From an optimization exercise on the open Yosys and OpenROAD flow, aimed at small area; shortcuts taken in it are not production practice.
The RTL was checked by simulation tests, not by an equivalence proof against the original design.
Power is estimated from default activity; no workload was simulated.

==> try-willow: inputs <==
## delaybuffer
module delaybuffer
  #(parameter [31:0] width_p = 16
   ,parameter [31:0] delay_p = 64
   )
  (input [0:0] clk_i
  ,input [0:0] reset_i
  ,input [width_p-1:0] data_i
  ,input [0:0] ready_i
  ,input [0:0] valid_i
  ,output [0:0] ready_o 
  ,output [0:0] valid_o 
  ,output [width_p-1:0] data_o 
  );
==> module delaybuffer, before the edit <==
module delaybuffer
  #(parameter [31:0] width_p = 16
   ,parameter [31:0] delay_p = 64
   )
  (input [0:0] clk_i
  ,input [0:0] reset_i
  ,input [width_p-1:0] data_i
  ,input [0:0] ready_i
  ,input [0:0] valid_i
  ,output [0:0] ready_o 
  ,output [0:0] valid_o 
  ,output [width_p-1:0] data_o 
  );
  localparam depth_log2_p = $clog2(delay_p + 2);
  localparam [depth_log2_p-1:0] delay_lp = delay_p[depth_log2_p-1:0];
  logic [depth_log2_p-1:0] wr_ptr;
  logic [depth_log2_p-1:0] rd_ptr;
  logic valid_l;
  assign ready_o = ready_i | ~valid_l;
  logic wr_en;  
  assign wr_en = ready_o & valid_i;
  logic rd_en;
  assign rd_en = ready_i & valid_o;
  always_ff @(posedge clk_i) begin
  if (reset_i) begin
    wr_ptr <= delay_lp;
  end
  else if (wr_en) begin
      wr_ptr <= wr_ptr + 1;
    end
  end
  always_ff @(posedge clk_i) begin
  if (reset_i) begin
    rd_ptr <= '0;
  end
  else if (rd_en) begin
      rd_ptr <= rd_ptr + 1;
    end
  end
  always_ff @(posedge clk_i) begin
  if (reset_i) begin
    valid_l <= '0;
  end
  else if (wr_en)
    valid_l <= 1'b1;
  else if (ready_o & ~valid_i)
    valid_l <= '0;
  end
  assign valid_o = valid_l;
  logic [depth_log2_p-1:0] mux;
  assign mux = (rd_en) ? (rd_ptr + 1) : rd_ptr;
  logic [width_p-1:0] rd_addr_l;
  ram_1r1w_sync #(
    .width_p(width_p),
    .depth_p(1 << depth_log2_p),
    .filename_p("")
  ) ram_inst (
    .clk_i(clk_i),
    .reset_i(reset_i),
    .wr_valid_i(wr_en),
    .wr_data_i(data_i),
    .wr_addr_i(wr_ptr),
    .rd_valid_i(1'b1),
    .rd_addr_i(mux),
    .rd_data_o(rd_addr_l)
  );  
  assign data_o = rd_addr_l;
endmodule
clock: 5.0 ns
lec_check: 0
cap_margin: 20
core_margin: 2
core_utilization: 50
slew_margin: 20
run.sh (not shown) runs the stock make flow with config.mk's settings and CLKGATE_MAP_FILE= SYNTH_SCRIPT=/design/flow/synth_recipe.tcl, a recipe that flattens the netlist after the stock synthesis.
==> try-umber (differences from try-willow) <==
==> flow/design.v (replaced) <==
module ram_1r1w_sync
  #(parameter [31:0] width_p = 8
  ,parameter [31:0] depth_p = 512
  /*verilator lint_off UNUSEDPARAM*/
  ,parameter filename_p = "memory_init_file.bin")
  /*verilator lint_on UNUSEDPARAM*/
  (input [0:0] clk_i
  ,input [0:0] reset_i
  ,input [0:0] wr_valid_i
  ,input [width_p-1:0] wr_data_i
  ,input [$clog2(depth_p) - 1 : 0] wr_addr_i
  ,input [0:0] rd_valid_i
  ,input [$clog2(depth_p) - 1 : 0] rd_addr_i
  ,output [width_p-1:0] rd_data_o);
  logic [width_p-1:0] ram [depth_p-1:0];
  logic [width_p-1:0] rd_data_l;
  always_ff @(posedge clk_i) begin
    if (~reset_i && rd_valid_i)
      rd_data_l <= ram[rd_addr_i];
    if (~reset_i && wr_valid_i) 
      ram[wr_addr_i] <= wr_data_i;
  end
  assign rd_data_o = rd_data_l;
endmodule
module delaybuffer
  #(parameter [31:0] width_p = 16
   ,parameter [31:0] delay_p = 64
   )
  (input [0:0] clk_i
  ,input [0:0] reset_i
  ,input [width_p-1:0] data_i
  ,input [0:0] ready_i
  ,input [0:0] valid_i
  ,output [0:0] ready_o 
  ,output [0:0] valid_o 
  ,output [width_p-1:0] data_o 
  );
  logic valid_l;
  assign ready_o = ready_i | ~valid_l;
  logic wr_en;
  assign wr_en = ready_o & valid_i;
  always_ff @(posedge clk_i) begin
    if (reset_i)
      valid_l <= 1'b0;
    else if (ready_o)
      valid_l <= valid_i;
  end
  assign valid_o = valid_l;
  logic [width_p-1:0] sr_r [0:delay_p];
  always_ff @(posedge clk_i) begin
    if (wr_en) begin
      sr_r[0] <= data_i;
      for (int i = 1; i <= delay_p; i++)
        sr_r[i] <= sr_r[i-1];
    end
  end
  assign data_o = sr_r[delay_p];
endmodule
- CORE_UTILIZATION: 50 -> 70
- CTS_BUF_LIST: unset -> sky130_fd_sc_hd__clkbuf_16
- CTS_CLUSTER_DIAMETER: unset -> 50
- CTS_CLUSTER_SIZE: unset -> 30
==> try-amber (differences from try-willow) <==
==> flow/design.v (replaced) <==
module ram_1r1w_sync
  #(parameter [31:0] width_p = 8
  ,parameter [31:0] depth_p = 512
  /*verilator lint_off UNUSEDPARAM*/
  ,parameter filename_p = "memory_init_file.bin")
  /*verilator lint_on UNUSEDPARAM*/
  (input [0:0] clk_i
  ,input [0:0] reset_i
  ,input [0:0] wr_valid_i
  ,input [width_p-1:0] wr_data_i
  ,input [$clog2(depth_p) - 1 : 0] wr_addr_i
  ,input [0:0] rd_valid_i
  ,input [$clog2(depth_p) - 1 : 0] rd_addr_i
  ,output [width_p-1:0] rd_data_o);
  logic [width_p-1:0] ram [depth_p-1:0];
  logic [width_p-1:0] rd_data_l;
  always_ff @(posedge clk_i) begin
    if (~reset_i && rd_valid_i)
      rd_data_l <= ram[rd_addr_i];
    if (~reset_i && wr_valid_i) 
      ram[wr_addr_i] <= wr_data_i;
  end
  assign rd_data_o = rd_data_l;
endmodule
module delaybuffer
  #(parameter [31:0] width_p = 16
   ,parameter [31:0] delay_p = 64
   )
  (input [0:0] clk_i
  ,input [0:0] reset_i
  ,input [width_p-1:0] data_i
  ,input [0:0] ready_i
  ,input [0:0] valid_i
  ,output [0:0] ready_o 
  ,output [0:0] valid_o 
  ,output [width_p-1:0] data_o 
  );
  logic valid_l;
  assign ready_o = ready_i | ~valid_l;
  logic wr_en;
  assign wr_en = ready_o & valid_i;
  always_ff @(posedge clk_i) begin
    if (reset_i)
      valid_l <= 1'b0;
    else if (ready_o)
      valid_l <= valid_i;
  end
  assign valid_o = valid_l;
  logic [width_p-1:0] sr_r [0:delay_p];
  always_ff @(posedge clk_i) begin
    if (wr_en) begin
      sr_r[0] <= data_i;
      for (int i = 1; i <= delay_p; i++)
        sr_r[i] <= sr_r[i-1];
    end
  end
  assign data_o = sr_r[delay_p];
endmodule
- CORE_UTILIZATION: 50 -> 85
- CTS_BUF_LIST: unset -> sky130_fd_sc_hd__clkbuf_8
- CTS_CLUSTER_DIAMETER: unset -> 50
- CTS_CLUSTER_SIZE: unset -> 22
- PLACE_DENSITY: unset -> 0.9
==> try-pepper (differences from try-willow) <==
==> flow/design.v (replaced) <==
module ram_1r1w_sync
  #(parameter [31:0] width_p = 8
  ,parameter [31:0] depth_p = 512
  /*verilator lint_off UNUSEDPARAM*/
  ,parameter filename_p = "memory_init_file.bin")
  /*verilator lint_on UNUSEDPARAM*/
  (input [0:0] clk_i
  ,input [0:0] reset_i
  ,input [0:0] wr_valid_i
  ,input [width_p-1:0] wr_data_i
  ,input [$clog2(depth_p) - 1 : 0] wr_addr_i
  ,input [0:0] rd_valid_i
  ,input [$clog2(depth_p) - 1 : 0] rd_addr_i
  ,output [width_p-1:0] rd_data_o);
  logic [width_p-1:0] ram [depth_p-1:0];
  logic [width_p-1:0] rd_data_l;
  always_ff @(posedge clk_i) begin
    if (~reset_i && rd_valid_i)
      rd_data_l <= ram[rd_addr_i];
    if (~reset_i && wr_valid_i) 
      ram[wr_addr_i] <= wr_data_i;
  end
  assign rd_data_o = rd_data_l;
endmodule
module delaybuffer
  #(parameter [31:0] width_p = 16
   ,parameter [31:0] delay_p = 64
   )
  (input [0:0] clk_i
  ,input [0:0] reset_i
  ,input [width_p-1:0] data_i
  ,input [0:0] ready_i
  ,input [0:0] valid_i
  ,output [0:0] ready_o 
  ,output [0:0] valid_o 
  ,output [width_p-1:0] data_o 
  );
  logic valid_l;
  assign ready_o = ready_i | ~valid_l;
  logic wr_en;
  assign wr_en = ready_o & valid_i;
  always_ff @(posedge clk_i) begin
    if (reset_i)
      valid_l <= 1'b0;
    else if (ready_o)
      valid_l <= valid_i;
  end
  assign valid_o = valid_l;
  logic [width_p-1:0] sr_r [0:delay_p];
  always_ff @(posedge clk_i) begin
    if (wr_en) begin
      sr_r[0] <= data_i;
      for (int i = 1; i <= delay_p; i++)
        sr_r[i] <= sr_r[i-1];
    end
  end
  assign data_o = sr_r[delay_p];
endmodule
- CORE_UTILIZATION: 50 -> 60
- CTS_BUF_LIST: unset -> sky130_fd_sc_hd__clkbuf_8
- CTS_CLUSTER_DIAMETER: unset -> 80
- CTS_CLUSTER_SIZE: unset -> 20
==> summary of the runs <==
- try-amber aborted during 3_5_place_dp. try-umber completed without violations. try-willow went through all stages and came out clean. try-pepper produced a clean layout.
- Clock-buffer cell count, lowest first: try-umber, try-pepper, try-willow.
- Of try-umber and try-willow, try-umber has the higher register-to-register slack (gap 2.6 ns).
- The synthesized area of try-willow is 2.8 times that of try-amber.
- Final cell count, lowest first: try-umber, try-pepper, try-willow.
- Die area, highest first: try-willow, try-pepper, try-umber.
- In critical path depth, try-umber and try-pepper do not differ.
- Sequential share of layout area: try-umber is lower than try-pepper (3.0 points).
- Routed wire length, highest first: try-willow, try-umber, try-pepper.
- The highest hold slack belongs to try-umber, the lowest to try-willow.
==> figures <==
metric                                                  try-willow  try-pepper   try-umber                  try-amber
Status                            no timing/DRC/antenna violations  no timing/DRC/antenna violations  no timing/DRC/antenna violations  aborted with a tool error
Stage where the flow stopped                                     -           -           -               3_5_place_dp
Net count after synthesis                                    4,838       1,065       1,065                      1,065
Area share of the largest cell type after synthesis          70.5%       99.8%       99.8%                      99.8%
Simple-Gate Fraction of Synth Area                           4.32%     0.0720%     0.0720%                    0.0720%
Routing usage on met3                                        4.22%       2.53%       3.58%                          -
Global-route congestion overflow total                           0           0           0                          -
Worst slew margin relative to its limit                      24.2%       45.7%       50.5%                          -
Worst min-delay path class                                  in2reg     reg2reg     reg2reg                          -
Kind of start point of the critical path                      flop  input port  input port                          -
Sequential share of the synthesized area                     70.8%       99.9%       99.9%                      99.9%
Initial antenna violation count                                  6           0           0                          -
Launch instance of the worst register-to-register path   rd_ptr[1]     valid_l     valid_l                          -
Lkg Pwr                                                    31.3 nW     10.8 nW     11.3 nW                          -
Routed length per placed instance                          32.3 um     16.2 um     17.4 um                          -
Multi-In Gates                                               2,418           3           3                          -
Fin. max-slew vios                                               0           0           0                          -
Bufs on Longest Clock Path                                       3           3           3                          -
Number of filler instances in the final layout              13,091       3,267       2,204                          -
Wire length of the first global-routing pass            352,000 um   47,600 um   49,300 um                          -
Worst path required time                                   5.60 ns     4.00 ns     4.00 ns                          -

* * *

==> job 3541 <==
delaybuffer with an RTL version that a note above also has.
clock: 5.0 ns
lec_check: 0
cap_margin: 20
core_margin: 2
core_utilization: 70
cts_buf_list: sky130_fd_sc_hd__clkbuf_8
cts_cluster_diameter: 90
cts_cluster_size: 21
slew_margin: 20
==> inputs of job 7057, as changes to job 3541 <==
CTS_CLUSTER_DIAMETER = 80   (was 90)
CTS_CLUSTER_SIZE = 20   (was 21)
PLACE_DENSITY = 0.8   (was not set)
==> inputs of job 8447, as changes to job 3541 <==
CORE_UTILIZATION = 50   (was 70)
CTS_CLUSTER_DIAMETER = 80   (was 90)
CTS_CLUSTER_SIZE = 20   (was 21)
==> impl_results.md <==
* Outcome: complete, no violations
* CLK BUF at 57
* Worst skew pair latency at between 600 and 700 ps
* Chip width at approximately 220 um
* Total routed wirelength at 30100 um
* Gpl congestion at 0.668
* Data arrival, critical path at around 2100 ps
* Logic pwr share at about 1.9%
(the above is from job 3541)
==> impl_results.md <==
* Gpl congestion at about 0.67
* Data arrival, critical path at 2110 ps
* Total routed wirelength at 29300 um
* Die height at 215 um
* Logic pwr share at under 10%
* Worst skew pair latency at 680 ps
* CLK BUF at 61
* Chip width at about 220 um
* Outcome: complete, no violations
* R2R Path Start: valid_l
(the above is from job 7057)
==> impl_results.md <==
* Chip width at 254 um
* Syn nets at between 1000 and 1500
* Non-Filler Instances at ~2000
* Outcome: complete, no violations
* Data arrival, critical path at ~2100 ps
* Gpl congestion at approximately 0.65
* Logic pwr share at approximately 1.9%
* # Taps at 837
* Overall Power at ~0.014 W
* Total routed wirelength at around 32000 um
* CLK BUF at 61
(the above is from job 8447)

* * *

==> run a: inputs <==
delaybuffer again, from the RTL that the note above started with.
export LEC_CHECK = 0
export CAP_MARGIN = 20
export CORE_MARGIN = 2
export CORE_UTILIZATION = 70
export CTS_BUF_LIST = sky130_fd_sc_hd__clkbuf_4 sky130_fd_sc_hd__clkbuf_8
export CTS_CLUSTER_DIAMETER = 60
export CTS_CLUSTER_SIZE = 20
export SLEW_MARGIN = 20
create_clock -name core_clock -period 5.0 [get_ports {clk_i}]
==> run b: changes against run a <==
==> flow/config.mk (replaced) <==
export PLATFORM = sky130hd
export DESIGN_NAME = delaybuffer
export DESIGN_NICKNAME = delaybuffer
export VERILOG_FILES = /design/flow/design.v
export SDC_FILE = /design/flow/constraint.sdc
export NUM_CORES = 4
export LEC_CHECK = 0
export CAP_MARGIN = 20
export CORE_MARGIN = 2
export CORE_UTILIZATION = 50
export SLEW_MARGIN = 20
==> summary of the runs <==
In sequential cell count, run b and run a do not differ.
Run b completed without violations. Run a completed without violations.
Synthesized area is the same in run b and run a.
Synthesized cell count is the same in run a and run b.
Against run a, the worst setup slack of run b is higher by 0.0033 ns.

* * *

==> run B: inputs <==
Starting RTL as in the previous note.
Settings: LEC_CHECK=0, CAP_MARGIN=20, CORE_MARGIN=2, CORE_UTILIZATION=70, CTS_BUF_LIST=sky130_fd_sc_hd__clkbuf_8, CTS_CLUSTER_DIAMETER=80, CTS_CLUSTER_SIZE=20, SLEW_MARGIN=20; clock period 5.0 ns.
==> inputs of run R, as changes to run B <==
--- a/flow/config.mk
+++ b/flow/config.mk
@@ -8,7 +8,7 @@
 export CAP_MARGIN = 20
 export CORE_MARGIN = 2
 export CORE_UTILIZATION = 70
-export CTS_BUF_LIST = sky130_fd_sc_hd__clkbuf_8
-export CTS_CLUSTER_DIAMETER = 80
-export CTS_CLUSTER_SIZE = 20
+export CTS_BUF_LIST = sky130_fd_sc_hd__clkbuf_16
+export CTS_CLUSTER_DIAMETER = 150
+export CTS_CLUSTER_SIZE = 35
 export SLEW_MARGIN = 20
==> notes.md <==
Between run B and run R, the lower clock skew is in run R (gap 3.3 ps).
Run B went through all stages and came out clean. Run R passed the timing, DRC and antenna checks.
In run B the clock power is lower than in run R, by 6.5%.
In run R the sequential share of layout area is lower than in run B, by 0.20 points.
In run B the total power is lower than in run R, by about 1.6%.

* * *

==> inputs of raven <==
delaybuffer again, from the RTL that the note above started with.
Settings: LEC_CHECK=0, CAP_MARGIN=20, CORE_MARGIN=2, CORE_UTILIZATION=70, CTS_BUF_LIST=sky130_fd_sc_hd__clkbuf_8 sky130_fd_sc_hd__clkbuf_16, CTS_CLUSTER_DIAMETER=100, CTS_CLUSTER_SIZE=30, SLEW_MARGIN=20; clock period 5.0 ns.
==> lagoon: changes against raven <==
--- a/flow/config.mk
+++ b/flow/config.mk
@@ -8,7 +8,7 @@
 export CAP_MARGIN = 20
 export CORE_MARGIN = 2
 export CORE_UTILIZATION = 70
-export CTS_BUF_LIST = sky130_fd_sc_hd__clkbuf_8 sky130_fd_sc_hd__clkbuf_16
-export CTS_CLUSTER_DIAMETER = 100
-export CTS_CLUSTER_SIZE = 30
+export CTS_BUF_LIST = sky130_fd_sc_hd__clkbuf_8
+export CTS_CLUSTER_DIAMETER = 45
+export CTS_CLUSTER_SIZE = 25
 export SLEW_MARGIN = 20
==> notes.md <==
- In raven the sequential share of layout area is higher than in lagoon, by 1.4 points.
- Combinational power is about the same in raven and lagoon.
- Between raven and lagoon, the lower register-to-register slack is in raven (gap 0.02 ns).
- Of lagoon and raven, lagoon has the higher via count (gap 2.8%, measured against raven).
- Synthesized cell count is the same in lagoon and raven.
- Against raven, the core utilization of lagoon is higher by 1.2 points.
- Between lagoon and raven, the lower cell count is in raven (gap 4.4%, measured against raven).
